Context: an optimization exercise on an open-source flow, tuned for small area, a short achievable clock period and few clock cycles. The choices shown serve that exercise and are no tape-out recipe. Where RTL was checked, it was by simulation tests only, not by an equivalence proof against the original. Function not checked in runs 1, 4 and 5: the RTL went through the layout flow alone. Power figures rest on the tool's default switching activity, not on a simulated workload.

--- flow/constraint.sdc ---
create_clock -name core_clock -period 10.0 [get_ports {clk}]
set_input_delay 2.0000 -clock core_clock [delete_from_list [all_inputs] [get_ports {clk}]]
set_output_delay 2.0000 -clock core_clock [all_outputs]
set_load 0.01 [all_outputs]
--- flow/design.v ---
module fft_csa26 (input [25:0] a, input [25:0] b, input [25:0] c,
                  output [25:0] s, output [25:0] y);
    wire [25:0] m = (a & b) | (a & c) | (b & c);
    assign s = a ^ b ^ c;
    assign y = {m[24:0], 1'b0};
endmodule
module fft_odd_tree (input [15:0] xu, input nu, input [15:0] xv, input nv,
                     output [25:0] s, output [25:0] c);
    wire [15:0] yu = xu ^ {16{nu}};
    wire [15:0] yv = xv ^ {16{nv}};
    wire [15:0] fp = {~yu[15], yu[14:0]};
    wire [15:0] fn = { yu[15], ~yu[14:0]};
    wire [15:0] gp = {~yv[15], yv[14:0]};
    wire [15:0] gn = { yv[15], ~yv[14:0]};
    wire [25:0] t0 = {fp, 10'b0};           
    wire [25:0] t1 = {4'b0, fn, 6'b0};      
    wire [25:0] t2 = {6'b0, fn, 4'b0};      
    wire [25:0] t3 = {9'b0, fp, 1'b0};      
    wire [25:0] t4 = {1'b0, gp, 9'b0};      
    wire [25:0] t5 = {3'b0, gn, 7'b0};      
    wire [25:0] t6 = {7'b0, gp, 3'b0};      
    wire [25:0] k  = nu ? (nv ? 26'h093060a : 26'h0930482)
                        : (nv ? 26'h0930258 : 26'h09300d0);
    wire [25:0] s1, y1, s2, y2, s3, y3, s4, y4, s5, y5;
    fft_csa26 c1 (t0, t1, t2, s1, y1);
    fft_csa26 c2 (t3, t4, t5, s2, y2);
    fft_csa26 c3 (s1, y1, s2, s3, y3);
    fft_csa26 c4 (y2, t6, k,  s4, y4);
    fft_csa26 c5 (s3, y3, s4, s5, y5);
    fft_csa26 c6 (s5, y5, y4, s, c);
endmodule
module fft_p724 #(parameter [25:0] K = 26'h0) (input [15:0] x, output [25:0] s, output [25:0] c);
    wire [15:0] f = {~x[15], x[14:0]};
    wire [25:0] t0 = {1'b0, f, 9'b0};
    wire [25:0] t1 = {3'b0, f, 7'b0};
    wire [25:0] t2 = {4'b0, f, 6'b0};
    wire [25:0] t3 = {6'b0, f, 4'b0};
    wire [25:0] t4 = {8'b0, f, 2'b0};
    wire [25:0] s1, y1, s2, y2, s3, y3;
    fft_csa26 c1 (t0, t1, t2, s1, y1);
    fft_csa26 c2 (t3, t4, K,  s2, y2);
    fft_csa26 c3 (s1, y1, s2, s3, y3);
    fft_csa26 c4 (s3, y3, y2, s, c);
endmodule
module fft_t724 (input [15:0] xr, input [15:0] xi, input w6,
                 output [25:0] sr, output [25:0] cr, output [25:0] si, output [25:0] ci);
    wire [25:0] pas, pac, pbs, pbc;
    fft_p724 #(26'h295fffe) pa (xr, pas, pac);
    fft_p724 #(26'h2960000) pb (xi, pbs, pbc);
    wire [25:0] ar_s = pas ^ {26{w6}}, ar_c = pac ^ {26{w6}};
    wire [25:0] u1, v1;
    fft_csa26 c1 (pbs, pbc, ar_s, u1, v1);
    wire [25:0] u2, v2;
    fft_csa26 c2 (u1, {v1[25:1], ~w6}, ar_c, u2, v2);
    assign sr = u2;
    assign cr = {v2[25:1], ~w6};
    wire [25:0] bi_s = pbs ^ {26{w6}}, bi_c = pbc ^ {26{w6}};
    wire [25:0] u3, v3;
    fft_csa26 c3 (~pas, ~pac, bi_s, u3, v3);
    wire [25:0] u4, v4;
    fft_csa26 c4 (u3, {v3[25:1], w6}, bi_c, u4, v4);
    assign si = u4;
    assign ci = {v4[25:1], w6};
endmodule
module FFT16_RTL (
    input             clk,
    input             reset,
    input             load_en,
    input      [31:0] serial_data_in,
    output reg [31:0] serial_data_out,
    output reg        data_out_valid,
    output reg        fft_done,
    output reg        fft_core_en
);
    reg [31:0] xr;
    reg        xv;                        
    reg [3:0]  idx;                       
    reg        g8, g12, xlast;            
    reg [2:0]  xj;
    always @(posedge clk) begin
        xr    <= serial_data_in;
        g8    <= idx[3];
        g12   <= idx[3] & idx[2];
        xlast <= (idx == 4'd15);
        xj    <= idx[2:0];
        if (reset) begin
            xv  <= 1'b0;
            idx <= 4'd0;
        end else begin
            xv <= load_en;
            if (load_en) idx <= idx + 4'd1;
        end
    end
    reg [31:0] Alo0, Alo1, Alo2, Alo3;    
    reg [31:0] Ahi0, Ahi1, Ahi2, Ahi3;    
    reg [31:0] B0, B1, B2, B3;            
    reg [31:0] Bd0, Bd1, Bd2, Bd3;        
    reg [31:0] Bt;                        
    wire [15:0] xre = xr[31:16], xim = xr[15:0];
    wire [15:0] lre = Alo0[31:16], lim = Alo0[15:0];
    wire [15:0] hre = Ahi0[31:16], him = Ahi0[15:0];
    wire [15:0] s3r = xre + (g8 ? lre : 16'd0) + (g12 ? hre : 16'd0);
    wire [15:0] s3i = xim + (g8 ? lim : 16'd0) + (g12 ? him : 16'd0);
    wire [31:0] sum3 = {s3r, s3i};
    wire [31:0] d1 = {lre - xre, lim - xim};
    wire [15:0] sa = hre ^ ~lre ^ ~xre;
    wire [15:0] ma = (hre & ~lre) | (hre & ~xre) | (~lre & ~xre);
    wire [15:0] sb = him ^ ~lim ^ ~xim;
    wire [15:0] mb = (him & ~lim) | (him & ~xim) | (~lim & ~xim);
    wire [31:0] d2a = {sa - ~{ma[14:0], 1'b1}, sb - ~{mb[14:0], 1'b1}};
    reg       run;
    reg [4:0] pc;
    always @(posedge clk) begin
        if (reset) begin
            run <= 1'b0;
            pc  <= 5'd0;
        end else if (xv & xlast) begin
            run <= 1'b1;
            pc  <= 5'd1;
        end else if (run) begin
            pc <= pc + 5'd1;
            if (pc == 5'd20) run <= 1'b0;
        end
    end
    reg        e2v;
    reg        e2last;                    
    wire [15:0] bre = B0[31:16], bim = B0[15:0];
    wire [15:0] tre = Bt[31:16], tim = Bt[15:0];
    wire [31:0] e2sum = {bre + tre, bim + tim};
    wire [31:0] e2dif = {bre - tre, bim - tim};
    reg [31:0] Min;
    reg        Mv;
    reg        f_a, f_b, f_w, f_p, f_pj;   
    reg        f_sw;                       
    reg        f_na1, f_na2, f_nb1, f_nb2, f_w6;
    reg [6:0]  Mdst;    
    reg [2:0]  k;
    reg [31:0] msrc;
    reg [6:0]  mdst;
    wire ld_s1 = xv & g8;
    wire ld_a3 = run & (pc == 5'd1);
    wire ld_a1 = run & (pc == 5'd2);
    wire ld_b3 = e2v & e2last;
    wire ld_b1 = run & (pc == 5'd4);
    always @(*) begin
        if (ld_s1) begin
            msrc = d1; k = xj;
            mdst = xj[2] ? 7'b000_0010 : 7'b000_0001;
        end else if (ld_a3) begin
            msrc = Alo3; k = 3'd6; mdst = 7'b000_0100;
        end else if (ld_a1) begin
            msrc = Alo1; k = 3'd2; mdst = 7'b000_1000;
        end else if (ld_b3) begin
            msrc = e2dif; k = 3'd6; mdst = 7'b001_0000;
        end else begin
            msrc = Bd1; k = 3'd2; mdst = 7'b010_0000;
        end
    end
    always @(posedge clk) begin
        if (reset) Mv <= 1'b0;
        else Mv <= ld_s1 | ld_a3 | ld_a1 | ld_b3 | ld_b1;
        Min   <= msrc;
        Mdst  <= mdst;
        f_a   <= k[0];
        f_w   <= (k == 3'd2) | (k == 3'd6);
        f_p   <= (k == 3'd0);
        f_pj  <= (k == 3'd4);
        f_sw  <= (k == 3'd3) | (k == 3'd5);
        f_na1 <= (k != 3'd1);
        f_na2 <= (k == 3'd5);
        f_nb1 <= (k == 3'd7);
        f_nb2 <= (k != 3'd3);
        f_w6  <= (k == 3'd6);
    end
    wire [15:0] mr = Min[31:16], mi = Min[15:0];
    wire [25:0] oas, oac, obs, obc;
    fft_odd_tree ota (.xu(mr), .nu(f_na1), .xv(mi), .nv(f_na2), .s(oas), .c(oac));
    fft_odd_tree otb (.xu(mi), .nu(f_nb1), .xv(mr), .nv(f_nb2), .s(obs), .c(obc));
    wire [25:0] wsr, wcr, wsi, wci;
    fft_t724 wt (.xr(mr), .xi(mi), .w6(f_w6), .sr(wsr), .cr(wcr), .si(wsi), .ci(wci));
    wire sa_r = f_a & ~f_sw, sb_r = f_a & f_sw;
    wire [25:0] csr = ({26{sa_r}} & oas) | ({26{sb_r}} & obs) | ({26{f_w}} & wsr) |
                      ({26{f_p}} & {mr, 10'b0}) | ({26{f_pj}} & {mi, 10'b0});
    wire [25:0] ccr = ({26{sa_r}} & oac) | ({26{sb_r}} & obc) | ({26{f_w}} & wcr);
    wire [25:0] csi = ({26{sb_r}} & oas) | ({26{sa_r}} & obs) | ({26{f_w}} & wsi) |
                      ({26{f_p}} & {mi, 10'b0}) | ({26{f_pj}} & {~mr, 10'b0});
    wire [25:0] cci = ({26{sb_r}} & oac) | ({26{sa_r}} & obc) | ({26{f_w}} & wci) |
                      ({26{f_pj}} & 26'h400);
    reg [25:0] Sr, Cr, Si, Ci;
    reg [6:0]  Tdst;
    always @(posedge clk) begin
        Sr <= csr; Cr <= ccr;
        Si <= csi; Ci <= cci;
        Tdst <= (reset | ~Mv) ? 7'd0 : Mdst;
    end
    wire [25:0] rr = Sr + Cr;
    wire [25:0] ri = Si + Ci;
    wire [31:0] mres = {rr[25:10], ri[25:10]};
    reg [1:0] e2c;
    always @(posedge clk) begin
        if (reset) begin
            e2v <= 1'b0;
            e2c <= 2'd0;
        end else begin
            e2v <= Tdst[1];
            if (e2v) e2c <= e2c + 2'd1;
        end
        e2last <= Tdst[1] & (e2c == 2'd3 - {1'b0, e2v});
    end
    always @(posedge clk) begin
        if (xv) begin
            Ahi0 <= Ahi1; Ahi1 <= Ahi2; Ahi2 <= Ahi3; Ahi3 <= sum3;
            Alo0 <= Alo1; Alo1 <= Alo2; Alo2 <= Alo3; Alo3 <= g12 ? d2a : Ahi0;
        end else begin
            if (Tdst[3]) Alo1 <= mres;
            if (Tdst[2]) Alo3 <= mres;
        end
        if (Tdst[1]) Bt <= mres;
        if (Tdst[0] | e2v) begin
            B0 <= B1; B1 <= B2; B2 <= B3; B3 <= Tdst[0] ? mres : e2sum;
        end
        if (e2v & e2c == 2'd0) Bd0 <= e2dif;
        if (Tdst[5] | (e2v & e2c == 2'd1)) Bd1 <= Tdst[5] ? mres : e2dif;
        if (e2v & e2c == 2'd2) Bd2 <= e2dif;
        if (Tdst[4]) Bd3 <= mres;
    end
    reg        oact;                      
    reg [3:0]  ok;                        
    reg [3:0]  orow;                      
    reg        rj;                        
    reg        xsel, ngr, ngq_r, ngs_r, ngq_i, ngs_i, ngr_i, k2r, kia, kib, kic, olast_n;
    wire [3:0] okn = oact ? ok + 4'd1 : 4'd0;
    wire [1:0] mdn = okn[3:2];            
    wire       rjn = okn[1];
    wire [1:0] nim = {1'b0, mdn[0] ^ rjn} + {1'b0, mdn[0] ^ mdn[1]} + {1'b0, mdn[1]};
    always @(posedge clk) begin
        if (reset) oact <= 1'b0;
        else if (run & pc == 5'd3) oact <= 1'b1;
        else if (ok == 4'd15) oact <= 1'b0;
        ok      <= okn;
        orow    <= 4'b0001 << okn[1:0];
        rj      <= rjn;
        xsel    <= mdn[0];
        ngr     <= mdn[0];
        ngr_i   <= mdn[0] ^ rjn;
        ngq_r   <= mdn[1];
        ngs_r   <= mdn[0] ^ mdn[1];
        ngq_i   <= mdn[0] ^ mdn[1];
        ngs_i   <= mdn[1];
        k2r     <= mdn[0] | mdn[1];
        kia     <= nim != 2'd0;
        kib     <= nim[1];
        kic     <= nim == 2'd3;
        olast_n <= (okn == 4'd15);
    end
    wire [31:0] P = ({32{orow[0]}} & Ahi0) | ({32{orow[1]}} & B0) |
                    ({32{orow[2]}} & Alo0) | ({32{orow[3]}} & Bd0);
    wire [31:0] Q = ({32{orow[0]}} & Ahi1) | ({32{orow[1]}} & B1) |
                    ({32{orow[2]}} & Alo1) | ({32{orow[3]}} & Bd1);
    wire [31:0] R = ({32{orow[0]}} & Ahi2) | ({32{orow[1]}} & B2) |
                    ({32{orow[2]}} & Alo2) | ({32{orow[3]}} & Bd2);
    wire [31:0] S = ({32{orow[0]}} & Ahi3) | ({32{orow[1]}} & B3) |
                    ({32{orow[2]}} & Alo3) | ({32{orow[3]}} & Bd3);
    wire [15:0] ar_ = P[31:16];
    wire [15:0] br_ = (rj ? R[15:0] : R[31:16]) ^ {16{ngr}};
    wire [15:0] cr_ = (xsel ? Q[15:0] : Q[31:16]) ^ {16{ngq_r}};
    wire [15:0] dr_ = (xsel ? S[15:0] : S[31:16]) ^ {16{ngs_r}};
    wire [15:0] ai_ = P[15:0];
    wire [15:0] bi_ = (rj ? R[31:16] : R[15:0]) ^ {16{ngr_i}};
    wire [15:0] ci_ = (xsel ? Q[31:16] : Q[15:0]) ^ {16{ngq_i}};
    wire [15:0] di_ = (xsel ? S[31:16] : S[15:0]) ^ {16{ngs_i}};
    wire [15:0] s1r = ar_ ^ br_ ^ cr_;
    wire [15:0] m1r = (ar_ & br_) | (ar_ & cr_) | (br_ & cr_);
    wire [15:0] c1r = {m1r[14:0], k2r};
    wire [15:0] s1i = ai_ ^ bi_ ^ ci_;
    wire [15:0] m1i = (ai_ & bi_) | (ai_ & ci_) | (bi_ & ci_);
    wire [15:0] c1i = {m1i[14:0], kia};
    wire [15:0] m2r = (s1r & c1r) | (s1r & dr_) | (c1r & dr_);
    wire [15:0] m2i = (s1i & c1i) | (s1i & di_) | (c1i & di_);
    wire [15:0] s2r = s1r ^ c1r ^ dr_;
    wire [15:0] c2r = {m2r[14:0], k2r};
    wire [15:0] s2i = s1i ^ c1i ^ di_;
    wire [15:0] c2i = {m2i[14:0], kib};
    always @(posedge clk) begin
        if (oact) serial_data_out <= {s2r + c2r, s2i + c2i + {15'd0, kic}};
        if (reset) begin
            data_out_valid <= 1'b0;
            fft_done       <= 1'b0;
            fft_core_en    <= 1'b0;
        end else begin
            data_out_valid <= oact;
            fft_done       <= oact & olast_n;
            if (load_en && idx == 4'd15) fft_core_en <= 1'b1;
            else if (oact & olast_n)     fft_core_en <= 1'b0;
        end
    end
endmodule
--- flow/run.sh ---
#!/bin/bash
# synth_recipe.tcl (not shown) runs the flow's synth.tcl, then flattens the netlist and writes it again
# the make line also repeats each setting of config.mk as NAME=value (left out here)
make -C /OpenROAD-flow-scripts/flow DESIGN_CONFIG=/design/flow/config.mk WORK_HOME=/design/flow/orfs CLKGATE_MAP_FILE= SYNTH_SCRIPT=/design/flow/synth_recipe.tcl finish
--- flow/config.mk ---
export PLATFORM = sky130hd
export DESIGN_NAME = FFT16_RTL
export DESIGN_NICKNAME = FFT16_RTL
export VERILOG_FILES = /design/flow/design.v
export SDC_FILE = /design/flow/constraint.sdc
export NUM_CORES = 8
export LEC_CHECK = 0
export ABC_CLOCK_PERIOD_IN_PS = 3000
export CAP_MARGIN = 20
export CORE_MARGIN = 2
export CORE_UTILIZATION = 60
export SETUP_SLACK_MARGIN = 5
export SLEW_MARGIN = 30
==> results of run 1 <==
-- path summary, 6_finish.rpt --
path           start                  end  cells after the start
max          orow[0]  serial_data_out[30]                     17
min           idx[3]                   g8                      0
max reg2reg  orow[0]  serial_data_out[30]                     17
min reg2reg   idx[3]                   g8                      0
-- final cells by class --
| class | count | share of cell area [%] |
|---|---|---|
| Tap cell | 1254 | 2.54 |
| Multi-Input combinational cell | 3529 | 51.0 |
| Clock inverter | 60 | 1.13 |
| Timing Repair Buffer | 136 | 2.39 |
| Sequential cell | 802 | 35.4 |
| Antenna cell | 1 | 0.00405 |
| Inverter | 582 | 3.54 |
| Clock buffer | 112 | 4.00 |
-- placed cells by master (no fill, tap or decap), types with 23 or more instances in the layout --
master                            synthesis  layout
sky130_fd_sc_hd__and3_1                  27      27
sky130_fd_sc_hd__a21oi_1                176     176
sky130_fd_sc_hd__or3_1                   23      23
sky130_fd_sc_hd__dfxtp_1                226     210
sky130_fd_sc_hd__a21o_1                  39      39
sky130_fd_sc_hd__buf_4                    0      47
sky130_fd_sc_hd__clkbuf_16                0      96
sky130_fd_sc_hd__o21ai_0                258     255
sky130_fd_sc_hd__mux2_2                  54      54
sky130_fd_sc_hd__nor2_1                 174     174
sky130_fd_sc_hd__o22ai_1                 64      64
sky130_fd_sc_hd__nand3_1                147     147
sky130_fd_sc_hd__nand2_1                316     315
sky130_fd_sc_hd__inv_1                  577     575
sky130_fd_sc_hd__nand2b_1                25      25
sky130_fd_sc_hd__and2_1                  83      81
sky130_fd_sc_hd__a222oi_1                24      24
sky130_fd_sc_hd__o21a_1                  27      27
sky130_fd_sc_hd__nor2b_1                 49      49
sky130_fd_sc_hd__clkdlybuf4s50_1          0      69
sky130_fd_sc_hd__xor2_1                 159     159
sky130_fd_sc_hd__nor3_1                  70      68
sky130_fd_sc_hd__a211oi_1                30      29
sky130_fd_sc_hd__edfxtp_1               576     576
sky130_fd_sc_hd__o31ai_1                 29      28
sky130_fd_sc_hd__xnor2_1                321     319
sky130_fd_sc_hd__ha_1                   404     404
sky130_fd_sc_hd__fa_1                   425     425
sky130_fd_sc_hd__a22oi_1                256     248
sky130_fd_sc_hd__o211ai_1                25      25
sky130_fd_sc_hd__mux2i_1                 97      97
sky130_fd_sc_hd__a221o_1                 30      30
-- synthesized netlist by cell type, drive strengths merged, types with 70 or more instances --
master and count:
fa 425, nor2 175, and2 83, nand2 316
mux2i 97, a22oi 256, xnor2 321, nand3 147
xor2 159, nor3 70, inv 580, a21oi 176
dfxtp 226, ha 404, clkbuf 187, edfxtp 576
o21ai 260
-- kinds of logic (layout without fill, tap and decap cells) --
kind of cell	count (synthesis)	count (layout)	share of synthesized area, %
simple gates	969	969	8.21
buf+inv	819	890	5.50
compound gates	1094	1094	13.1
fa+ha+maj	835	835	24.2
mux	151	151	2.80
other cells	0	1	0
xor+xnor	480	480	7.47
flops	802	802	38.8
-- power by group through the flow --
stage / combinational [uW] / sequential, uW / clock, uW
after global placement: 753 / 3750 / 0
after CTS: 776 / 3670 / 3590
final: 789 / 3680 / 3560
after global routing: 866 / 3680 / 3720
after detailed placement: 767 / 3740 / 0
after floorplan: 539 / 3730 / 0
-- per-stage QoR --
step	setup WS, ns	std cells	hold WS, ns	area [um^2]
after CTS	5.02	6472	0.385	61600
final	5.22	6476	0.383	61800
after global routing	5.01	6475	0.408	61800
after global placement	3.91	6290	0.376	58100
after floorplan	5.05	5150	0.329	56300
after detailed placement	3.79	6290	0.379	58200
-- what timing repair did --
action,CTS,global route
setup buffers,8,2
cloned,2,1
resized for setup,21,19
pin swaps,0,2
endpoints found under the setup margin,24,9
-- routing by layer --
layer	vias to the layer above	wire, um	global-route usage (%)
met5	-	0	0
met4	0	5560	11.2
met3	280	15600	6.28
met2	1879	78900	57.1
met1	19800	68600	47.9
li1	18000	-	-
==> qor.tcl, run 1 <==
set qor(drt_iter0_drc) 4671
set qor(fp.dieArea_um2) 96300
set qor(sequentialPowerShare_pct) 45.8
set qor(clock_sink_count) 802
set qor(wl_um) 169000
set qor(ff_latch_area_um2) 21900
set qor(initial_core_util_pct) 60.4
set qor(critical_path_peak_fanout) 11
set qor(final-hold-violation-count) 0
set qor(cts.path.max_buffers) 3
set qor(synth.top_cells.by_area) {sky130_fd_sc_hd__edfxtp_1, sky130_fd_sc_hd__fa_1, sky130_fd_sc_hd__ha_1}
set qor(die_height_um) 310
set qor(timing.fmax_mhz) 209
set qor(period_minus_slack_ns) 4.78
set qor(cts.root.buffer_cell) {sky130_fd_sc_hd__clkbuf_16}
set qor(clock_insertion_delay_worst_skew_ns) 0.68
set qor(synth_seq_area_share_pct) 38.8
set qor(io-pin-count) 70
set qor(globalRoute.totalOverflow) 0
set qor(ir_drop_mv) 0.112
set qor(tritoncts.num_buffers) 92
set qor(cts_tree) {built}
set qor(synth_nets) 6014
set qor(run_status) {finished clean}
set qor(fp-row-count) 112
set qor(dp_hpwl_um) 122000
set qor(power.net_switching_uw) 1980
set qor(drt-wirelength-per-cell_um) 26.0
set qor(fin_util_pct) 66.3
set qor(core_area_um2) 93200
set qor(grt_use_total_pct) 35.1
set qor(drc_errors) 0
set qor(combPwrFrac_pct) 9.8
set qor(drt-vias-per-instance) 6.17
set qor(arrival_ns) 5.19
set qor(layout-drive-gt1-share_pct) 6.57
set qor(maxSlewViolCount) 0
set qor(crit_path_cell_trace) {buf_4 > buf_4 > a22oi_1 > nand3_1 > o21ai_0 > xnor2_1 > fa_1 > fa_1 > ha_1 > inv_1 > o21bai_1 > a21oi_1 > o21ai_0 > a31oi_2 > a21oi_1 > mux2i_1 > nand3_1}
set qor(yosys_register_bits) 802
set qor(synth_top_area_share_pct) 30.7
set qor(total_power_uw) 8020
set qor(synthesis.area_um2) 56300
set qor(die_width_um) 310
set qor(layout_worst_path_cycle_share_pct) 47.8
set qor(critPathTopFamily) {compound AO/OA/AOI/OAI gates}
set qor(grt_setup_unrepaired) {no}
set qor(p_sw_share_pct) 24.6
set qor(clkTransAtPathRegs_ns) 0.06
set qor(synth_ff_type) {sky130_fd_sc_hd__edfxtp_1}
set qor(vias) 40000
set qor(finalNetCount) 6007
set qor(synth_top_cell_by_area) {sky130_fd_sc_hd__edfxtp_1}
set qor(ys_async_sr_fraction_pct) 0
set qor(timing.setup.tns_ns) 0
set qor(synthCells) 5150
set qor(path_class) {reg2reg}
set qor(first_pass_iters) 6
set qor(finClkSkew_ns) 0.0229
set qor(synth.distinct_cells) 87
set qor(syn2layout_area_growth_pct) 9.69
set qor(drtAntennaViolNets) 0
set qor(antenna_found_initial) 2
set qor(max_stage_delay_ns) 0.59
set qor(h-tree-depth) 3
set qor(critical_path_required_ns) 10.41
set qor(synth-edff-count) 576
set qor(synth-warning-count) 1
set qor(slew_margin_rel_pct) 29.1
set qor(power_frac_clock_pct) 44.3
set qor(p_int_uw) 6040
set qor(multi_input_area_um2) 31500
set qor(place.gp.congestion) 0.934
set qor(critical-path-slowest-cell) {sky130_fd_sc_hd__fa_1}
set qor(wire_length_of_the_first_global_routing_pass_um) 248000
set qor(holdCritPathClass) {reg2reg}
set qor(path_buf_inv) 3
set qor(slew_at_the_pin_with_the_worst_max_slew_slack_ns) 1.06
set qor(power.density_cell_area_nw_per_um2) 130
set qor(io_buffer_count) 69
set qor(cellLeakagePower_uw) 0.0248
set qor(cts-hold-fix-buffers) 0
set qor(cp-end-kind) {flop}
set qor(synth_area_per_cell_um2) 10.9
set qor(cp-start-kind) {flop}
set qor(first_global_vias) 39600
set qor(n_fill_cell) 7276
set qor(timing.max_cap.violations) 0
set qor(reg2reg_setup_slack_ns) 5.22
set qor(grt_start_max_net_pins) 126
set qor(timing.final.setup_violations) 0
==> inputs of run 2 (changes only) <==
--- a/flow/design.v
+++ b/flow/design.v
@@ -76,13 +76,11 @@
     reg        xv;                        
     reg [3:0]  idx;                       
     reg        g8, g12, xlast;            
-    reg [2:0]  xj;
     always @(posedge clk) begin
         xr    <= serial_data_in;
         g8    <= idx[3];
         g12   <= idx[3] & idx[2];
         xlast <= (idx == 4'd15);
-        xj    <= idx[2:0];
         if (reset) begin
             xv  <= 1'b0;
             idx <= 4'd0;
@@ -102,7 +100,8 @@
     wire [15:0] s3r = xre + (g8 ? lre : 16'd0) + (g12 ? hre : 16'd0);
     wire [15:0] s3i = xim + (g8 ? lim : 16'd0) + (g12 ? him : 16'd0);
     wire [31:0] sum3 = {s3r, s3i};
-    wire [31:0] d1 = {lre - xre, lim - xim};
+    wire [31:0] lsel = xv ? Alo1 : Alo0;
+    wire [31:0] d1 = {lsel[31:16] - serial_data_in[31:16], lsel[15:0] - serial_data_in[15:0]};
     wire [15:0] sa = hre ^ ~lre ^ ~xre;
     wire [15:0] ma = (hre & ~lre) | (hre & ~xre) | (~lre & ~xre);
     wire [15:0] sb = him ^ ~lim ^ ~xim;
@@ -137,17 +136,17 @@
     reg [2:0]  k;
     reg [31:0] msrc;
     reg [6:0]  mdst;
-    wire ld_s1 = xv & g8;
-    wire ld_a3 = run & (pc == 5'd1);
-    wire ld_a1 = run & (pc == 5'd2);
+    wire ld_s1 = load_en & idx[3];
+    wire ld_a3 = xv & xlast;
+    wire ld_a1 = run & (pc == 5'd1);
     wire ld_b3 = e2v & e2last;
-    wire ld_b1 = run & (pc == 5'd4);
+    wire ld_b1 = run & (pc == 5'd3);
     always @(*) begin
         if (ld_s1) begin
-            msrc = d1; k = xj;
-            mdst = xj[2] ? 7'b000_0010 : 7'b000_0001;
+            msrc = d1; k = idx[2:0];
+            mdst = idx[2] ? 7'b000_0010 : 7'b000_0001;
         end else if (ld_a3) begin
-            msrc = Alo3; k = 3'd6; mdst = 7'b000_0100;
+            msrc = d2a; k = 3'd6; mdst = 7'b000_0100;
         end else if (ld_a1) begin
             msrc = Alo1; k = 3'd2; mdst = 7'b000_1000;
         end else if (ld_b3) begin
@@ -235,7 +234,7 @@
     wire [1:0] nim = {1'b0, mdn[0] ^ rjn} + {1'b0, mdn[0] ^ mdn[1]} + {1'b0, mdn[1]};
     always @(posedge clk) begin
         if (reset) oact <= 1'b0;
-        else if (run & pc == 5'd3) oact <= 1'b1;
+        else if (run & pc == 5'd2) oact <= 1'b1;
         else if (ok == 4'd15) oact <= 1'b0;
         ok      <= okn;
         orow    <= 4'b0001 << okn[1:0];
==> run 2 against run 1 <==
- combinational power up 39%
- clock skew rose by 0.0016 ns
- still clean
- register-to-register slack got worse by 0.09 ns
==> qor.tcl, run 2 <==
set qor(critPathTopFamily) {compound AO/OA/AOI/OAI gates}
set qor(core_area_um2) 91900 ;# -1.3%
set qor(period_minus_slack_ns) 4.87 ;# +0.0852 ns
set qor(clock_insertion_delay_worst_skew_ns) 0.67 ;# about the same
set qor(most-common-layout-cells) {sky130_fd_sc_hd__inv_1, sky130_fd_sc_hd__edfxtp_1, sky130_fd_sc_hd__fa_1, sky130_fd_sc_hd__ha_1, sky130_fd_sc_hd__nand2_1}
set qor(synth.distinct_cells) 86 ;# -1.1%
set qor(arrival_ns) 5.28 ;# +0.09 ns
set qor(synth.top_cells.by_area) {sky130_fd_sc_hd__edfxtp_1, sky130_fd_sc_hd__fa_1, sky130_fd_sc_hd__dfxtp_1}
set qor(multi_input_area_um2) 31200 ;# -0.82%
set qor(timing.fmax_mhz) 205 ;# -1.8%
set qor(detailedPlace.worstSlack_ns) 4.12 ;# +0.328 ns
set qor(fin_hold_ws_ns) 0.428 ;# +0.0449 ns
set qor(io-pin-count) 70 ;# unchanged
set qor(finalNetCount) 6050 ;# +0.72%
set qor(synthCells) 5224 ;# +1.4%
set qor(first_global_vias) 40400 ;# +2.1%
set qor(cp-start-kind) {flop}
set qor(slew_at_the_pin_with_the_worst_max_slew_slack_ns) 1.14 ;# +0.0807 ns
set qor(ff_latch_area_um2) 21500 ;# -1.7%
set qor(timing.final.setup_violations) 0 ;# unchanged
set qor(most_common_library_cell_in_the_layout_ignoring_fill_and_taps) {sky130_fd_sc_hd__inv_1}
set qor(layout_worst_path_cycle_share_pct) 48.7 ;# +0.85 points
set qor(synth_seq_area_share_pct) 38.4 ;# -0.32 points
set qor(drtAntennaViolNets) 0 ;# unchanged
set qor(die_width_um) 309 ;# -0.46%
set qor(maxSlewViolCount) 0 ;# unchanged
set qor(cts.path.max_buffers) 3 ;# unchanged
set qor(synth_area_per_cell_um2) 10.7 ;# -2.3%
set qor(grt_start_max_net_pins) 132 ;# +4.8%
set qor(layout-drive-gt1-share_pct) 6.49 ;# -0.082 points
set qor(timing.max_cap.violations) 0 ;# unchanged
set qor(synthMostInstantiatedCell) {sky130_fd_sc_hd__inv_1}
set qor(whs_path_depth) 1 ;# +1
set qor(critical_path.most_common_cell) {sky130_fd_sc_hd__fa_1}
set qor(timing.setup.tns_ns) 0 ;# unchanged
set qor(holdCritPathClass) {reg2reg}
set qor(r2r_start) {orow[2]}
set qor(clkTransAtPathRegs_ns) 0.07 ;# about the same
set qor(min_delay_worst_endpoint) {Tdst[4]}
set qor(worst_r2r_path_depth) 17 ;# unchanged
set qor(crit_path_cell_trace) {buf_16 > a22oi_1 > nand3_1 > o21ai_0 > xnor2_1 > fa_1 > fa_1 > fa_1 > a21o_1 > a21oi_2 > o21ai_1 > a211o_1 > nand3_1 > nand4_1 > a31o_2 > a21oi_1 > xnor2_1}
set qor(power.density_cell_area_nw_per_um2) 133 ;# +2.4%
set qor(initial_core_util_pct) 60.7 ;# +0.25 points
set qor(run_status) {finished clean}
set qor(globalRoute.totalOverflow) 0 ;# unchanged
set qor(synth-edff-count) 544 ;# -5.6%
set qor(critical-path-slowest-cell) {sky130_fd_sc_hd__fa_1}
set qor(die_height_um) 309 ;# -0.46%
set qor(drt-wirelength-per-cell_um) 26.5 ;# +2.0%
set qor(grt_setup_unrepaired) {yes}
set qor(cts.root.buffer_cell) {sky130_fd_sc_hd__clkbuf_16}
set qor(dp_hpwl_um) 128000 ;# +4.2%
set qor(wire_length_of_the_first_global_routing_pass_um) 255000 ;# +2.9%
set qor(max_stage_delay_ns) 0.58 ;# about the same
set qor(worst_min_path_start) {Mdst[4]}
set qor(critical_path_required_ns) 10.41 ;# about the same
set qor(grt_use_total_pct) 36.6 ;# +1.5 points
set qor(synth_top_area_share_pct) 29.3 ;# -1.4 points
set qor(syn2layout_area_growth_pct) 9.58 ;# about the same
set qor(total_power_uw) 8130 ;# +1.3%
set qor(r2r-end) {serial_data_out[30]}
set qor(final.setup.worst_slack_ns) 5.13 ;# -0.0852 ns
set qor(cts_tree) {built}
set qor(cellLeakagePower_uw) 0.0246 ;# -0.52%
set qor(most_numerous_cell_types_in_the_synthesized_netlist) {sky130_fd_sc_hd__inv_1, sky130_fd_sc_hd__edfxtp_1, sky130_fd_sc_hd__fa_1, sky130_fd_sc_hd__ha_1, sky130_fd_sc_hd__nand2_1}
set qor(io_buffer_count) 69 ;# unchanged
set qor(drt_iter0_drc) 4634 ;# -0.79%
set qor(antenna_found_initial) 4 ;# +2
set qor(fp.dieArea_um2) 95400 ;# -0.92%
set qor(slew_margin_rel_pct) 24.2 ;# -4.9 points
set qor(finClkSkew_ns) 0.0245 ;# +0.00163 ns
set qor(critical_path_peak_fanout) 28 ;# +17
set qor(yosys_register_bits) 799 ;# -0.37%
set qor(n_fill_cell) 7404 ;# +1.8%
set qor(first_pass_iters) 6 ;# unchanged
set qor(reg2reg_setup_slack_ns) 5.13 ;# -0.09 ns
set qor(wl_um) 173000 ;# +2.9%
set qor(synth_top_cell_by_area) {sky130_fd_sc_hd__edfxtp_1}
set qor(place.gp.congestion) 0.968 ;# +3.7%
set qor(synth_nets) 6058 ;# +0.73%
set qor(synth_ff_type) {sky130_fd_sc_hd__edfxtp_1}
set qor(h-tree-depth) 3 ;# unchanged
set qor(vias) 40400 ;# +1.1%
set qor(synth-warning-count) 1 ;# unchanged
set qor(clock_sink_count) 799 ;# -0.37%
set qor(final-hold-violation-count) 0 ;# unchanged
set qor(tritoncts.num_buffers) 89 ;# -3.3%
set qor(drt-vias-per-instance) 6.19 ;# +0.29%
set qor(synthesis.area_um2) 55800 ;# -0.94%
set qor(fp-row-count) 111 ;# -0.89%
set qor(ir_drop_mv) 0.129 ;# +15%
set qor(path_class) {reg2reg}
set qor(path_buf_inv) 1 ;# -2
set qor(ys_async_sr_fraction_pct) 0 ;# unchanged
set qor(cp-end-kind) {flop}
set qor(drc_errors) 0 ;# unchanged
## run 2: changes by cell type after synthesis, moves of 18 or more
cell                       previous run  this run
sky130_fd_sc_hd__dfxtp_1            226       255
sky130_fd_sc_hd__inv_1              577       618
sky130_fd_sc_hd__a222oi_1            24         6
sky130_fd_sc_hd__ha_1               404       374
sky130_fd_sc_hd__o21ai_0            258       307
sky130_fd_sc_hd__a21oi_1            176       203
sky130_fd_sc_hd__edfxtp_1           576       544
sky130_fd_sc_hd__nand2_1            316       360
## run 2: per-stage QoR
stage          instances  utilization, %  area, um^2
2_1_floorplan       5224               -       55800
3_3_place_gp        6350            62.7       57600
3_5_place_dp        6350            62.7       57700
4_1_cts             6523            66.2       60900
5_1_grt             6530            66.5       61100
6_report            6531            66.5       61100
## run 2: worst max-delay path by stage
stage | slack [ns] | depth (start not counted) | from | endpoint
2_1_floorplan | 5.04 | 20 | orow[2] | serial_data_out[14]
3_3_place_gp | 4.18 | 14 | orow[3] | serial_data_out[15]
3_5_place_dp | 4.12 | 15 | orow[0] | serial_data_out[15]
4_1_cts | 5.01 | 17 | orow[1] | serial_data_out[31]
5_1_grt | 4.98 | 17 | orow[2] | serial_data_out[15]
6_report | 5.13 | 17 | orow[2] | serial_data_out[30]
## run 2: metal layers
layer / wire length (um) / up-vias / GRT usage [%]
li1: - / 18100 / -
met1: 69500 / 20000 / 49.2
met2: 79700 / 2017 / 58.9
met3: 17300 / 352 / 7.64
met4: 6830 / 6 / 13.1
met5: 42 / - / 0
## run 2: kinds of logic (layout without fill, tap and decap cells)
logic type,after synthesis,count (layout),synth area share (%)
buffers and inverters,870,933,5.87
other,0,1,0
AND/OR/NAND/NOR,990,990,8.30
adder cells (fa/ha/maj),805,805,23.7
multiplexers,151,151,2.81
AO/OA/AOI/OAI,1118,1118,13.1
flip-flops,799,799,38.4
XOR/XNOR,491,491,7.74
## run 2: area by class of cell
type,count,share of cell area (%)
timing repair buffer,149,2.57
tap,1243,2.54
clock buffer,123,4.08
clock inverter,39,0.727
multi-input combinational,3555,51.1
sequential,799,35.1
antenna,1,0.00409
inverter,622,3.82
## run 2: what timing repair did
item	CTS	global route
endpoints found under the hold margin	0	0
hold buffers	0	0
setup endpoints to repair	16	9
resized for setup	19	38
pin swaps	2	3
cloned	1	1
buffers inserted	10	6
## run 2: power breakdown
part	leakage (uW)	internal [uW]	switching, uW	total [uW]
registers	0.00711	3600	65.9	3670
clock network	0.00142	1970	1390	3360
logic	0.0161	429	669	1100
total	0.0246	6010	2120	8130
Testbench counts of run 2, summed over its fixed seeds: cycles 17,928.
==> inputs of run 3 (changes only) <==
--- a/flow/config.mk
+++ b/flow/config.mk
@@ -5,9 +5,11 @@
 export SDC_FILE = /design/flow/constraint.sdc
 export NUM_CORES = 8
 export LEC_CHECK = 0
-export ABC_CLOCK_PERIOD_IN_PS = 3000
 export CAP_MARGIN = 20
 export CORE_MARGIN = 2
 export CORE_UTILIZATION = 60
+export CTS_BUF_LIST = sky130_fd_sc_hd__clkbuf_8
+export CTS_CLUSTER_DIAMETER = 50
+export CTS_CLUSTER_SIZE = 20
 export SETUP_SLACK_MARGIN = 5
 export SLEW_MARGIN = 30
==> run 3 against run 2 <==
- still clean
- sequential share of layout area grew 0.42 points
- critical path depth rose by 1
- register-to-register slack about the same
- maximum frequency decreased by 0.13%
- combinational power is essentially flat
- die area stayed put
- flip-flop and latch count unchanged
- highest routed layer unchanged
- via count increased by 0.19%
- largest power group unchanged
- critical path type unchanged
- setup slack lost 0.0063 ns
==> qor.tcl, run 3 <==
set qor(run_status) {finished clean}
set qor(post_dp_cell_area_um2) 57700 ;# unchanged
set qor(timing.setup.tns_ns) 0 ;# unchanged
set qor(clkTransAtPathRegs_ns) 0.09 ;# +0.02 ns
set qor(drc_errors) 0 ;# unchanged
set qor(cts.root.buffer_cell) {sky130_fd_sc_hd__clkbuf_8}
set qor(reg2reg_setup_slack_ns) 5.12 ;# about the same
set qor(grt_use_total_pct) 36.3 ;# -0.25 points
set qor(layout-drive-gt1-share_pct) 7.10 ;# +0.61 points
set qor(synth-warning-count) 1 ;# unchanged
set qor(slew_at_the_pin_with_the_worst_max_slew_slack_ns) 1.15 ;# +0.00927 ns
set qor(cts.path.max_buffers) 3 ;# unchanged
set qor(layout_worst_path_cycle_share_pct) 48.8 ;# +0.063 points
set qor(r2r_start) {orow[1]}
set qor(synthMostInstantiatedCell) {sky130_fd_sc_hd__inv_1}
set qor(wire_length_of_the_first_global_routing_pass_um) 253000 ;# -0.62%
set qor(drtAntennaViolNets) 0 ;# unchanged
set qor(finalNetCount) 6060 ;# +0.17%
set qor(tritoncts.num_buffers) 98 ;# +10%
set qor(critical-path-slowest-cell) {sky130_fd_sc_hd__fa_1}
set qor(fin_hold_ws_ns) 0.411 ;# -0.0173 ns
set qor(die_height_um) 309 ;# unchanged
set qor(synth_ff_type) {sky130_fd_sc_hd__edfxtp_1}
set qor(most_common_library_cell_in_the_layout_ignoring_fill_and_taps) {sky130_fd_sc_hd__inv_1}
set qor(cp-start-kind) {flop}
set qor(n_fill_cell) 7491 ;# +1.2%
set qor(grt_setup_unrepaired) {yes}
set qor(path_buf_inv) 3 ;# +2
set qor(path_class) {reg2reg}
set qor(dp_hpwl_um) 128000 ;# unchanged
set qor(synth_top_cell_by_area) {sky130_fd_sc_hd__edfxtp_1}
set qor(fp-row-count) 111 ;# unchanged
set qor(synthCells) 5224 ;# unchanged
set qor(wl_um) 173000 ;# -0.46%
set qor(globalRoute.totalOverflow) 0 ;# unchanged
set qor(synth_area_per_cell_um2) 10.7 ;# unchanged
set qor(max_stage_delay_ns) 0.53 ;# -0.05 ns
set qor(crit_path_cell_trace) {clkbuf_4 > buf_4 > buf_12 > a22oi_1 > nand2_1 > fa_1 > fa_1 > ha_1 > fa_1 > a21o_1 > a21oi_2 > o21ai_1 > a211o_1 > nand3_1 > nand4_1 > a31o_2 > a21oi_2 > xnor2_1}
set qor(syn2layout_area_growth_pct) 8.28
set qor(critPathTopFamily) {adder cells}
set qor(drt-vias-per-instance) 6.18 ;# -0.21%
set qor(first_pass_iters) 7 ;# +1
set qor(first_global_vias) 40300 ;# -0.38%
set qor(synthesis.area_um2) 55800 ;# unchanged
set qor(yosys_register_bits) 799 ;# unchanged
set qor(drt-wirelength-per-cell_um) 26.3 ;# -0.85%
set qor(timing.fmax_mhz) 205 ;# -0.13%
set qor(clock_sink_count) 799 ;# unchanged
set qor(die_width_um) 309 ;# unchanged
set qor(fp.dieArea_um2) 95400 ;# unchanged
set qor(cp-end-kind) {flop}
set qor(whs_path_depth) 0 ;# -1
set qor(min_delay_worst_endpoint) {B2[17]}
set qor(grt_start_max_net_pins) 132 ;# unchanged
set qor(critical_path_required_ns) 10.56 ;# +0.15 ns
set qor(synth.distinct_cells) 86 ;# unchanged
set qor(critical_path_peak_fanout) 25 ;# -11%
set qor(fin_area_um2) 60400 ;# -1.2%
set qor(synth.top_cells.by_area) {sky130_fd_sc_hd__edfxtp_1, sky130_fd_sc_hd__fa_1, sky130_fd_sc_hd__dfxtp_1}
set qor(cts-hold-fix-buffers) 0 ;# unchanged
set qor(most-common-layout-cells) {sky130_fd_sc_hd__inv_1, sky130_fd_sc_hd__edfxtp_1, sky130_fd_sc_hd__fa_1, sky130_fd_sc_hd__ha_1, sky130_fd_sc_hd__nand2_1}
set qor(cellLeakagePower_uw) 0.0244 ;# -1.1%
set qor(worst_r2r_path_depth) 18 ;# +1
set qor(ir_drop_mv) 0.170 ;# +32%
set qor(r2r-end) {serial_data_out[30]}
set qor(antenna_found_initial) 5 ;# +1
set qor(critical_path.most_common_cell) {sky130_fd_sc_hd__fa_1}
set qor(finClkSkew_ns) 0.0619 ;# +0.0374 ns
set qor(most_numerous_cell_types_in_the_synthesized_netlist) {sky130_fd_sc_hd__inv_1, sky130_fd_sc_hd__edfxtp_1, sky130_fd_sc_hd__fa_1, sky130_fd_sc_hd__ha_1, sky130_fd_sc_hd__nand2_1}
set qor(synth-edff-count) 544 ;# unchanged
set qor(io-pin-count) 70 ;# unchanged
set qor(vias) 40500 ;# +0.19%
set qor(total_power_uw) 7460 ;# -8.2%
set qor(initial_core_util_pct) 60.7 ;# unchanged
set qor(slew_margin_rel_pct) 23.6 ;# -0.62 points
set qor(synth_nets) 6058 ;# unchanged
set qor(final-hold-violation-count) 0 ;# unchanged
set qor(ys_async_sr_fraction_pct) 0 ;# unchanged
set qor(arrival_ns) 5.44 ;# +0.16 ns
set qor(timing.max_cap.violations) 0 ;# unchanged
set qor(holdCritPathClass) {reg2reg}
set qor(maxSlewViolCount) 0 ;# unchanged
set qor(cts_tree) {built}
set qor(worst_min_path_start) {B3[17]}
set qor(multi_input_area_um2) 31200 ;# about the same
set qor(power.density_cell_area_nw_per_um2) 124 ;# -7.1%
set qor(place.gp.congestion) 0.968 ;# unchanged
set qor(synth_seq_area_share_pct) 38.4 ;# unchanged
set qor(core_area_um2) 91900 ;# unchanged
set qor(ff_latch_area_um2) 21500 ;# unchanged
set qor(timing.final.setup_violations) 0 ;# unchanged
set qor(clock_insertion_delay_worst_skew_ns) 0.80 ;# +0.13 ns
set qor(synth_top_area_share_pct) 29.3 ;# unchanged
set qor(io_buffer_count) 69 ;# unchanged
set qor(drt_iter0_drc) 4415 ;# -4.7%
set qor(h-tree-depth) 3 ;# unchanged
set qor(period_minus_slack_ns) 4.88 ;# +0.00628 ns
run 3: cell counts after synthesis:
No cell type changed its count.
run 3: worst reg2reg max path: cells and delay by family (launching register included):
| kind | cells | cell delay [ns] |
|---|---|---|
| buffers and inverters | 3 | 0.52 |
| adders and majority gates | 4 | 1.64 |
| AOI/OAI and AO/OA | 7 | 1.46 |
| DFF | 1 | 0.41 |
| xor gates and xnor gates | 1 | 0.07 |
| and+or+nand+nor | 3 | 0.55 |
run 3: timing repair:
item,CTS,global route
hold endpoints to repair,0,0
pin swaps,1,4
buffers inserted,10,8
resized for setup,19,30
setup endpoints to repair,16,8
gates cloned,0,1
run 3: cell families after synthesis:
group                    synth area share, %
adder cells (fa/ha/maj)                 23.7
AND/OR/NAND/NOR                         8.30
multiplexers                            2.81
AO/OA/AOI/OAI                           13.1
XOR/XNOR                                7.74
flip-flops                              38.4
buffers and inverters                   5.87
run 3: worst max path at each step:
stage,start,endpoint,cells after the start
after floorplan,orow[2],serial_data_out[14],20
after global placement,orow[3],serial_data_out[15],14
after detailed placement,orow[0],serial_data_out[15],15
after CTS,orow[2],serial_data_out[31],17
after global routing,orow[0],serial_data_out[14],19
final,orow[1],serial_data_out[30],18
run 3: area by class of cell:
type                            instances  share of cell area [%]
Antenna cell                            3                  0.0124
Inverter                              622                    3.87
Tap cell                             1243                    2.57
Timing Repair Buffer                  150                    2.53
Sequential cell                       799                    35.6
Clock buffer                          102                    2.32
Multi-Input combinational cell       3555                    51.7
Clock inverter                         83                    1.43
run 3: metrics by stage:
stage	utilization (%)	worst slack, ns	cells
detailed placement	62.7	4.12	6350
global route	65.7	4.99	6555
global placement	62.7	4.18	6350
CTS	65.4	4.98	6545
floorplan	-	5.04	5224
finish	65.7	5.12	6557
run 3: layer usage:
layer | vias up | part of all wire (%) | GRT usage (%)
met1 | 20000 | 40 | 48.8
met4 | 2 | 4.2 | 12.8
met3 | 386 | 9.7 | 8.00
li1 | 18100 | - | -
met5 | - | 0.0070 | 0
met2 | 1988 | 46 | 58.4
run 3: power by group:
| part | total (uW) | leakage (uW) | internal [uW] | switching (uW) |
|---|---|---|---|---|
| sequential | 3660 | 0.00711 | 3600 | 65.9 |
| clock | 2700 | 0.00115 | 1240 | 1460 |
| combinational | 1100 | 0.0161 | 430 | 672 |
| total | 7460 | 0.0244 | 5270 | 2190 |
==> inputs of run 4 (changes only) <==
--- a/flow/design.v
+++ b/flow/design.v
@@ -214,7 +214,7 @@
             if (Tdst[3]) Alo1 <= mres;
             if (Tdst[2]) Alo3 <= mres;
         end
-        if (Tdst[1]) Bt <= mres;
+        Bt <= mres;
         if (Tdst[0] | e2v) begin
             B0 <= B1; B1 <= B2; B2 <= B3; B3 <= Tdst[0] ? mres : e2sum;
         end
@@ -281,7 +281,7 @@
     wire [15:0] s2i = s1i ^ c1i ^ di_;
     wire [15:0] c2i = {m2i[14:0], kib};
     always @(posedge clk) begin
-        if (oact) serial_data_out <= {s2r + c2r, s2i + c2i + {15'd0, kic}};
+        serial_data_out <= {s2r + c2r, s2i + c2i + {15'd0, kic}};
         if (reset) begin
             data_out_valid <= 1'b0;
             fft_done       <= 1'b0;
==> flow/flow/run.sh (new file) <==
#!/bin/bash
set -euo pipefail
bash standard.sh SETUP_SLACK_MARGIN=6.0 finish > standard.log 2>&1
==> flow/standard.sh (new file) <==
#!/bin/bash
# synth_recipe.tcl (not shown) runs the flow's synth.tcl, then flattens the netlist and writes it again
# the make line also repeats each setting of config.mk as NAME=value (left out here)
make -C /OpenROAD-flow-scripts/flow DESIGN_CONFIG=/design/flow/config.mk WORK_HOME=/design/flow/orfs CLKGATE_MAP_FILE= SYNTH_SCRIPT=/design/flow/synth_recipe.tcl "${@:-finish}"
removed: flow/run.sh
==> run 4 against run 3 <==
- utilization increased by 2.1 points
- design area increased by 2.4%
- still clean
- first-iteration DRC count increased by 0.93%
- synthesized cell count decreased by 0.98%
- hold slack improved by 0.025 ns
==> qor.tcl, run 4 <==
set qor(timing.fmax_mhz) 231 ;# +13%
set qor(slew_margin_rel_pct) 28.9 ;# +5.3 points
set qor(most_common_library_cell_in_the_layout_ignoring_fill_and_taps) {sky130_fd_sc_hd__inv_1}
set qor(synthCells) 5173 ;# -0.98%
set qor(place.gp.congestion) 0.938 ;# -3.1%
set qor(synth_nets) 6007 ;# -0.84%
set qor(cp-end-kind) {flop}
set qor(ys_async_sr_fraction_pct) 0 ;# unchanged
set qor(final-hold-violation-count) 0 ;# unchanged
set qor(synth-edff-count) 480 ;# -12%
set qor(period_minus_slack_ns) 4.33 ;# -0.543 ns
set qor(fin_util_pct) 67.8 ;# +2.1 points
set qor(clkTransAtPathRegs_ns) 0.09 ;# about the same
set qor(critical_path_peak_fanout) 5 ;# -80%
set qor(antenna_found_initial) 7 ;# +2
set qor(fp-row-count) 111 ;# unchanged
set qor(run_status) {finished clean}
set qor(clock_insertion_delay_worst_skew_ns) 0.80 ;# about the same
set qor(yosys_register_bits) 799 ;# unchanged
set qor(globalRoute.totalOverflow) 0 ;# unchanged
set qor(cts_tree) {built}
set qor(finalNetCount) 6072 ;# +0.20%
set qor(cts-hold-fix-buffers) 0 ;# unchanged
set qor(tritoncts.num_buffers) 98 ;# unchanged
set qor(most-common-layout-cells) {sky130_fd_sc_hd__inv_1, sky130_fd_sc_hd__edfxtp_1, sky130_fd_sc_hd__fa_1, sky130_fd_sc_hd__ha_1, sky130_fd_sc_hd__nand2_1}
set qor(synth_top_cell_by_area) {sky130_fd_sc_hd__edfxtp_1}
set qor(timing.setup.tns_ns) 0 ;# unchanged
set qor(critical-path-slowest-cell) {sky130_fd_sc_hd__fa_1}
set qor(power.density_cell_area_nw_per_um2) 131 ;# +5.7%
set qor(max_stage_delay_ns) 0.57 ;# +0.04 ns
set qor(finClkSkew_ns) 0.0669 ;# +0.00497 ns
set qor(grt_start_max_net_pins) 122 ;# -7.6%
set qor(layout_worst_path_cycle_share_pct) 43.3 ;# -5.4 points
set qor(synth.top_cells.by_area) {sky130_fd_sc_hd__edfxtp_1, sky130_fd_sc_hd__fa_1, sky130_fd_sc_hd__dfxtp_1}
set qor(cellLeakagePower_uw) 0.0250 ;# +2.6%
set qor(h-tree-depth) 3 ;# unchanged
set qor(io_buffer_count) 69 ;# unchanged
set qor(vias) 40700 ;# +0.61%
set qor(arrival_ns) 5.03 ;# -0.41 ns
set qor(core_area_um2) 91200 ;# -0.76%
set qor(most_numerous_cell_types_in_the_synthesized_netlist) {sky130_fd_sc_hd__inv_1, sky130_fd_sc_hd__edfxtp_1, sky130_fd_sc_hd__fa_1, sky130_fd_sc_hd__ha_1, sky130_fd_sc_hd__nand2_1}
set qor(io-pin-count) 70 ;# unchanged
set qor(cts.root.buffer_cell) {sky130_fd_sc_hd__clkbuf_8}
set qor(synth_ff_type) {sky130_fd_sc_hd__edfxtp_1}
set qor(syn2layout_area_growth_pct) 12.3
set qor(n_fill_cell) 7164 ;# -4.4%
set qor(wl_um) 177000 ;# +2.6%
set qor(slew_at_the_pin_with_the_worst_max_slew_slack_ns) 1.06 ;# -0.0831 ns
set qor(crit_path_cell_trace) {buf_12 > clkbuf_16 > buf_6 > a22oi_2 > nand2_1 > o21ai_2 > xnor2_2 > fa_1 > fa_1 > ha_4 > a21o_1 > a21o_1 > a21oi_2 > o31ai_4 > a41oi_2 > a21oi_2 > a21o_1 > a21oi_2 > xnor2_1}
set qor(first_global_vias) 40200 ;# -0.28%
set qor(grt_setup_unrepaired) {yes}
set qor(drt-wirelength-per-cell_um) 27.2 ;# +3.2%
set qor(die_height_um) 307 ;# -0.65%
set qor(layout-drive-gt1-share_pct) 12.4 ;# +5.3 points
set qor(initial_core_util_pct) 60.3 ;# -0.34 points
set qor(drt_iter0_drc) 4456 ;# +0.93%
set qor(synth_top_area_share_pct) 26.2 ;# -3.1 points
set qor(first_pass_iters) 5 ;# -2
set qor(grt_use_total_pct) 37.4 ;# +1.1 points
set qor(drtAntennaViolNets) 0 ;# unchanged
set qor(timing.final.setup_violations) 0 ;# unchanged
set qor(path_class) {reg2reg}
set qor(cts.path.max_buffers) 3 ;# unchanged
set qor(drc_errors) 0 ;# unchanged
set qor(timing.max_cap.violations) 0 ;# unchanged
set qor(cp-start-kind) {flop}
set qor(synth_seq_area_share_pct) 37.8 ;# -0.65 points
set qor(die_width_um) 307 ;# -0.65%
set qor(clock_sink_count) 799 ;# unchanged
set qor(maxSlewViolCount) 0 ;# unchanged
set qor(synthMostInstantiatedCell) {sky130_fd_sc_hd__inv_1}
set qor(wire_length_of_the_first_global_routing_pass_um) 259000 ;# +2.1%
set qor(ir_drop_mv) 0.0970 ;# -43%
set qor(drt-vias-per-instance) 6.25 ;# +1.3%
set qor(holdCritPathClass) {reg2reg}
set qor(synth.distinct_cells) 93 ;# +8.1%
set qor(critical_path_required_ns) 10.70 ;# +0.14 ns
set qor(synth-warning-count) 1 ;# unchanged
set qor(synthesis.area_um2) 55100 ;# -1.3%
set qor(synth_area_per_cell_um2) 10.6 ;# -0.34%
set qor(fp.dieArea_um2) 94200 ;# -1.3%
set qor(dp_hpwl_um) 125000 ;# -2.0%
==> run 4: power by group <==
part	total, uW	switching, uW	internal, uW
Sequential	3740	129	3610
Clock	2890	1560	1330
Combinational	1450	815	636
==> run 4: through the flow <==
step | instance area (um^2) | std cells | total power, uW | setup WS, ns | hold slack (ns)
floorplan | 55400 | 5173 | 4590 | 5.65 | 0.329
global placement | 56900 | 6235 | 5090 | 4.73 | 0.410
detailed placement | 56900 | 6235 | 5110 | 4.64 | 0.413
CTS | 60800 | 6468 | 8000 | 5.75 | 0.430
global route | 61800 | 6512 | 8320 | 5.54 | 0.441
finish | 61800 | 6514 | 8070 | 5.67 | 0.436
==> run 4: metal layers <==
layer	global-route usage (%)	share of wire (%)
met5	0	0.0068
met4	13.9	4.0
met3	7.26	10
met2	59.5	46
met1	51.2	40
==> run 4: repair_timing <==
action | CTS | global route
setup endpoints to repair | 107 | 72
setup buffers | 41 | 40
pin swaps | 31 | 38
cloned | 6 | 2
gates resized for setup | 190 | 142
==> run 4: final cells by class <==
cell class / instances / area, um^2 / area share [%]
Clock buffer: 101 / 1390 / 2.25
Multi-Input combinational cell: 3519 / 32300 / 52.2
Tap cell: 1186 / 1480 / 2.40
Clock inverter: 85 / 1060 / 1.71
Inverter: 608 / 2280 / 3.69
Sequential cell: 799 / 20900 / 33.9
Antenna cell: 4 / 10.0 / 0.0162
Timing Repair Buffer: 212 / 2400 / 3.88
==> run 4: logic make-up (layout without fill, tap and decap cells) <==
| group | Yosys count | in the layout | share of synthesized area, % |
|---|---|---|---|
| AO/OA/AOI/OAI | 1160 | 1160 | 13.8 |
| AND/OR/NAND/NOR | 904 | 904 | 7.64 |
| buffers and inverters | 855 | 1006 | 5.85 |
| adder cells (fa/ha/maj) | 804 | 804 | 24.0 |
| flip-flops | 799 | 799 | 37.8 |
| XOR/XNOR | 488 | 488 | 7.83 |
| multiplexers | 163 | 163 | 3.09 |
| other | 0 | 4 | 0 |
==> run 4: worst paths after layout <==
kind           start  slack (ns)  cells past startpoint             endpoint
max reg2reg  orow[3]        5.67                     19  serial_data_out[30]
max          orow[3]        5.67                     19  serial_data_out[30]
min reg2reg  Mdst[5]        0.44                      1              Tdst[5]
min          Mdst[5]        0.44                      1              Tdst[5]
==> run 4: worst max-delay path: cells and delay by family (launching register included) <==
| kind | cells | cell delay (ns) |
|---|---|---|
| and+or+nand+nor | 1 | 0.10 |
| adders and majority gates | 3 | 1.27 |
| buffers and inverters | 3 | 0.40 |
| xor gates and xnor gates | 2 | 0.22 |
| AOI/OAI and AO/OA | 10 | 1.85 |
| DFF | 1 | 0.39 |
==> inputs of run 5 (changes only) <==
--- a/flow/design.v
+++ b/flow/design.v
@@ -72,36 +72,26 @@
     output reg        fft_done,
     output reg        fft_core_en
 );
-    reg [31:0] xr;
-    reg        xv;                        
     reg [3:0]  idx;                       
-    reg        g8, g12, xlast;            
-    always @(posedge clk) begin
-        xr    <= serial_data_in;
-        g8    <= idx[3];
-        g12   <= idx[3] & idx[2];
-        xlast <= (idx == 4'd15);
-        if (reset) begin
-            xv  <= 1'b0;
-            idx <= 4'd0;
-        end else begin
-            xv <= load_en;
-            if (load_en) idx <= idx + 4'd1;
-        end
+    wire       g8    = idx[3];
+    wire       g12   = idx[3] & idx[2];
+    wire       xlast = load_en & (idx == 4'd15);
+    always @(posedge clk) begin
+        if (reset) idx <= 4'd0;
+        else if (load_en) idx <= idx + 4'd1;
     end
     reg [31:0] Alo0, Alo1, Alo2, Alo3;    
     reg [31:0] Ahi0, Ahi1, Ahi2, Ahi3;    
     reg [31:0] B0, B1, B2, B3;            
     reg [31:0] Bd0, Bd1, Bd2, Bd3;        
     reg [31:0] Bt;                        
-    wire [15:0] xre = xr[31:16], xim = xr[15:0];
+    wire [15:0] xre = serial_data_in[31:16], xim = serial_data_in[15:0];
     wire [15:0] lre = Alo0[31:16], lim = Alo0[15:0];
     wire [15:0] hre = Ahi0[31:16], him = Ahi0[15:0];
     wire [15:0] s3r = xre + (g8 ? lre : 16'd0) + (g12 ? hre : 16'd0);
     wire [15:0] s3i = xim + (g8 ? lim : 16'd0) + (g12 ? him : 16'd0);
     wire [31:0] sum3 = {s3r, s3i};
-    wire [31:0] lsel = xv ? Alo1 : Alo0;
-    wire [31:0] d1 = {lsel[31:16] - serial_data_in[31:16], lsel[15:0] - serial_data_in[15:0]};
+    wire [31:0] d1 = {lre - xre, lim - xim};
     wire [15:0] sa = hre ^ ~lre ^ ~xre;
     wire [15:0] ma = (hre & ~lre) | (hre & ~xre) | (~lre & ~xre);
     wire [15:0] sb = him ^ ~lim ^ ~xim;
@@ -113,9 +103,9 @@
         if (reset) begin
             run <= 1'b0;
             pc  <= 5'd0;
-        end else if (xv & xlast) begin
+        end else if (xlast) begin
             run <= 1'b1;
-            pc  <= 5'd1;
+            pc  <= 5'd0;
         end else if (run) begin
             pc <= pc + 5'd1;
             if (pc == 5'd20) run <= 1'b0;
@@ -137,7 +127,7 @@
     reg [31:0] msrc;
     reg [6:0]  mdst;
     wire ld_s1 = load_en & idx[3];
-    wire ld_a3 = xv & xlast;
+    wire ld_a3 = run & (pc == 5'd0);
     wire ld_a1 = run & (pc == 5'd1);
     wire ld_b3 = e2v & e2last;
     wire ld_b1 = run & (pc == 5'd3);
@@ -146,7 +136,7 @@
             msrc = d1; k = idx[2:0];
             mdst = idx[2] ? 7'b000_0010 : 7'b000_0001;
         end else if (ld_a3) begin
-            msrc = d2a; k = 3'd6; mdst = 7'b000_0100;
+            msrc = Alo3; k = 3'd6; mdst = 7'b000_0100;
         end else if (ld_a1) begin
             msrc = Alo1; k = 3'd2; mdst = 7'b000_1000;
         end else if (ld_b3) begin
@@ -207,14 +197,14 @@
         e2last <= Tdst[1] & (e2c == 2'd3 - {1'b0, e2v});
     end
     always @(posedge clk) begin
-        if (xv) begin
+        if (load_en) begin
             Ahi0 <= Ahi1; Ahi1 <= Ahi2; Ahi2 <= Ahi3; Ahi3 <= sum3;
             Alo0 <= Alo1; Alo1 <= Alo2; Alo2 <= Alo3; Alo3 <= g12 ? d2a : Ahi0;
         end else begin
             if (Tdst[3]) Alo1 <= mres;
             if (Tdst[2]) Alo3 <= mres;
         end
-        Bt <= mres;
+        if (Tdst[1]) Bt <= mres;
         if (Tdst[0] | e2v) begin
             B0 <= B1; B1 <= B2; B2 <= B3; B3 <= Tdst[0] ? mres : e2sum;
         end
@@ -281,7 +271,7 @@
     wire [15:0] s2i = s1i ^ c1i ^ di_;
     wire [15:0] c2i = {m2i[14:0], kib};
     always @(posedge clk) begin
-        serial_data_out <= {s2r + c2r, s2i + c2i + {15'd0, kic}};
+        if (oact) serial_data_out <= {s2r + c2r, s2i + c2i + {15'd0, kic}};
         if (reset) begin
             data_out_valid <= 1'b0;
             fft_done       <= 1'b0;
==> flow/run.sh (new file) <==
#!/bin/bash
# synth_recipe.tcl (not shown) runs the flow's synth.tcl, then flattens the netlist and writes it again
# the make line also repeats each setting of config.mk as NAME=value (left out here)
make -C /OpenROAD-flow-scripts/flow DESIGN_CONFIG=/design/flow/config.mk WORK_HOME=/design/flow/orfs CLKGATE_MAP_FILE= SYNTH_SCRIPT=/design/flow/synth_recipe.tcl finish
removed: flow/flow/run.sh
removed: flow/standard.sh
==> run 5 against run 4 <==
- hold slack got worse by 0.0014 ns
- still clean on timing, DRC and antenna
- largest cell class unchanged
- count of clock-buffer cells in the layout shrank 7
- critical endpoint is now Alo3[30]
- critical path depth down 7
- cell count fell by 2.8%
- sequential share of layout area is 1.4 points higher
- via count down 3.5%
- non-clock buffer count shrank 50
==> qor.tcl, run 5 <==
set qor(min_delay_worst_endpoint) {Tdst[3]}
set qor(path_class) {in2reg}
set qor(sequentialPowerShare_pct) 48.5 ;# +2.2 points
set qor(grt_use_total_pct) 35.7 ;# -1.7 points
set qor(cts.path.max_buffers) 3 ;# unchanged
set qor(grt_start_max_net_pins) 94 ;# -23%
set qor(detailedPlace.worstSlack_ns) 3.83 ;# -0.809 ns
set qor(finalNetCount) 5926 ;# -2.4%
set qor(final-instance-count-excl-fill) 6331 ;# -2.8%
set qor(most_common_library_cell_in_the_layout_ignoring_fill_and_taps) {sky130_fd_sc_hd__inv_1}
set qor(drt-wirelength-per-cell_um) 26.5 ;# -2.3%
set qor(reg2reg_setup_slack_ns) 5.12 ;# -0.55 ns
set qor(antenna_found_initial) 4 ;# -3
set qor(io_buffer_count) 69 ;# unchanged
set qor(maxSlewViolCount) 0 ;# unchanged
set qor(fp.dieArea_um2) 94100 ;# about the same
set qor(layout_worst_path_cycle_share_pct) 49.2 ;# +5.9 points
set qor(timing.fmax_mhz) 203 ;# -12%
set qor(vias) 39300 ;# -3.5%
set qor(post-place-cells) 6121 ;# -1.8%
set qor(holdCritPathClass) {reg2reg}
set qor(p_sw_share_pct) 29.6 ;# -1.4 points
set qor(final.setup.worst_slack_ns) 5.08 ;# -0.585 ns
set qor(timing.max_cap.violations) 0 ;# unchanged
set qor(r2r-end) {serial_data_out[15]}
set qor(r2r_start) {orow[2]}
set qor(synth_nets) 5912 ;# -1.6%
set qor(synth_top_cell_by_area) {sky130_fd_sc_hd__edfxtp_1}
set qor(synth_seq_area_share_pct) 38.3 ;# +0.47 points
set qor(synthCells) 5048 ;# -2.4%
set qor(cp-end-kind) {flop}
set qor(critical_path_required_ns) 10.53 ;# -0.17 ns
set qor(period_minus_slack_ns) 4.92 ;# +0.585 ns
set qor(synth-edff-count) 576 ;# +20%
set qor(synth_ff_type) {sky130_fd_sc_hd__edfxtp_1}
set qor(cts-hold-fix-buffers) 0 ;# unchanged
set qor(ys_async_sr_fraction_pct) 0 ;# unchanged
set qor(synthesis.area_um2) 55000 ;# about the same
set qor(power.net_switching_uw) 2180 ;# -13%
set qor(dp_hpwl_um) 123000 ;# -1.9%
set qor(globalRoute.totalOverflow) 0 ;# unchanged
set qor(synth.distinct_cells) 81 ;# -13%
set qor(syn2layout_area_growth_pct) 8.75
set qor(run_status) {finished clean}
set qor(finClkSkew_ns) 0.0480 ;# -0.0189 ns
set qor(most-common-layout-cells) {sky130_fd_sc_hd__inv_1, sky130_fd_sc_hd__edfxtp_1, sky130_fd_sc_hd__fa_1, sky130_fd_sc_hd__ha_1, sky130_fd_sc_hd__nand2_1}
set qor(power.density_cell_area_nw_per_um2) 123 ;# -5.9%
set qor(initial_core_util_pct) 60.3 ;# about the same
set qor(slew_margin_rel_pct) 28.6 ;# -0.30 points
## run 5: cell types whose count changed after synthesis, sizes merged, moves of 17 or more
cell / change
ha: +30
nand2: -17
o21a: -17
o21ai: -34
dfxtp: -132
and2: -29
edfxtp: +96
o21bai: +22
a21oi: -66
and3: +35
## run 5: per-stage QoR
step                utilization (%)  cell area, um^2  hold WS (ns)  power, uW
detailed placement             62.3            56800         0.420       4700
global placement               62.2            56800         0.412       4680
floorplan                         -            55000         0.329       4340
finish                         65.6            59800         0.435       7350
CTS                            65.2            59500         0.424       7330
global route                   65.6            59800         0.444       7590
## run 5: worst max-delay path, cell delays in order
cell and delay, ns:
sky130_fd_sc_hd__clkdlybuf4s50_1 0.65, sky130_fd_sc_hd__inv_1 0.17, sky130_fd_sc_hd__fa_1 0.56, sky130_fd_sc_hd__ha_1 0.26
sky130_fd_sc_hd__nor3_1 0.09, sky130_fd_sc_hd__and3_1 0.25, sky130_fd_sc_hd__o31a_1 0.37, sky130_fd_sc_hd__a211oi_1 0.47
sky130_fd_sc_hd__a31oi_1 0.17, sky130_fd_sc_hd__xor2_1 0.20, sky130_fd_sc_hd__o211ai_1 0.10, sky130_fd_sc_hd__o21a_1 0.14
## run 5: power groups by stage
| stage | registers, uW | logic (uW) | clock network (uW) |
|---|---|---|---|
| 4_1_cts | 3560 | 1080 | 2690 |
| 3_5_place_dp | 3630 | 1060 | 0 |
| 3_3_place_gp | 3630 | 1050 | 0 |
| 5_1_grt | 3570 | 1210 | 2810 |
| 2_1_floorplan | 3600 | 744 | 0 |
| 6_report | 3570 | 1120 | 2660 |
## run 5: how the worst max path moves through the flow
stage / from / to / slack [ns] / cells past startpoint
2_1_floorplan: orow[3] / serial_data_out[14] / 5.00 / 21
3_3_place_gp: serial_data_in[17] / Alo3[31] / 3.85 / 16
3_5_place_dp: serial_data_in[17] / Alo3[31] / 3.83 / 16
4_1_cts: orow[1] / serial_data_out[30] / 4.99 / 18
5_1_grt: orow[2] / serial_data_out[15] / 5.00 / 15
6_report: serial_data_in[22] / Alo3[30] / 5.08 / 12
## run 5: cells by family after synthesis
group / share of synthesized area (%)
adders and majority gates: 24.8
buffers and inverters: 5.72
muxes: 2.53
DFF: 38.3
xor gates and xnor gates: 7.77
AOI/OAI and AO/OA: 13.1
and+or+nand+nor: 7.78
## run 5: repair_timing
item	CTS	global route
gates resized for setup	37	39
setup buffers	20	8
pin swaps	3	17
cloned	4	1
setup endpoints to repair	27	19
## run 5: layer usage
| metal | global-route usage (%) | vias to the layer above | wire (um) |
|---|---|---|---|
| met5 | 0 | - | 0 |
| met4 | 12.2 | 0 | 6030 |
| met3 | 6.37 | 307 | 14800 |
| met2 | 58.2 | 1904 | 78900 |
| met1 | 48.4 | 19500 | 68300 |
| li1 | - | 17600 | - |
## run 5: area by class of cell
class | count | area (um^2)
antenna | 3 | 7.51
clock buffer | 94 | 1290
clock inverter | 80 | 960
fill | 7359 | 31400
inverter | 594 | 2230
multi-input combinational | 3449 | 31100
sequential | 763 | 21100
tap | 1186 | 1480
timing repair buffer | 162 | 1690

Check on run 5: ideal ports give 5.082 ns setup slack; a clkbuf_16 on the clock port and buf_2 on the inputs give 5.123 ns; moving port delays by the midpoint clock arrival (0.820 ns) as well gives 4.308 ns.
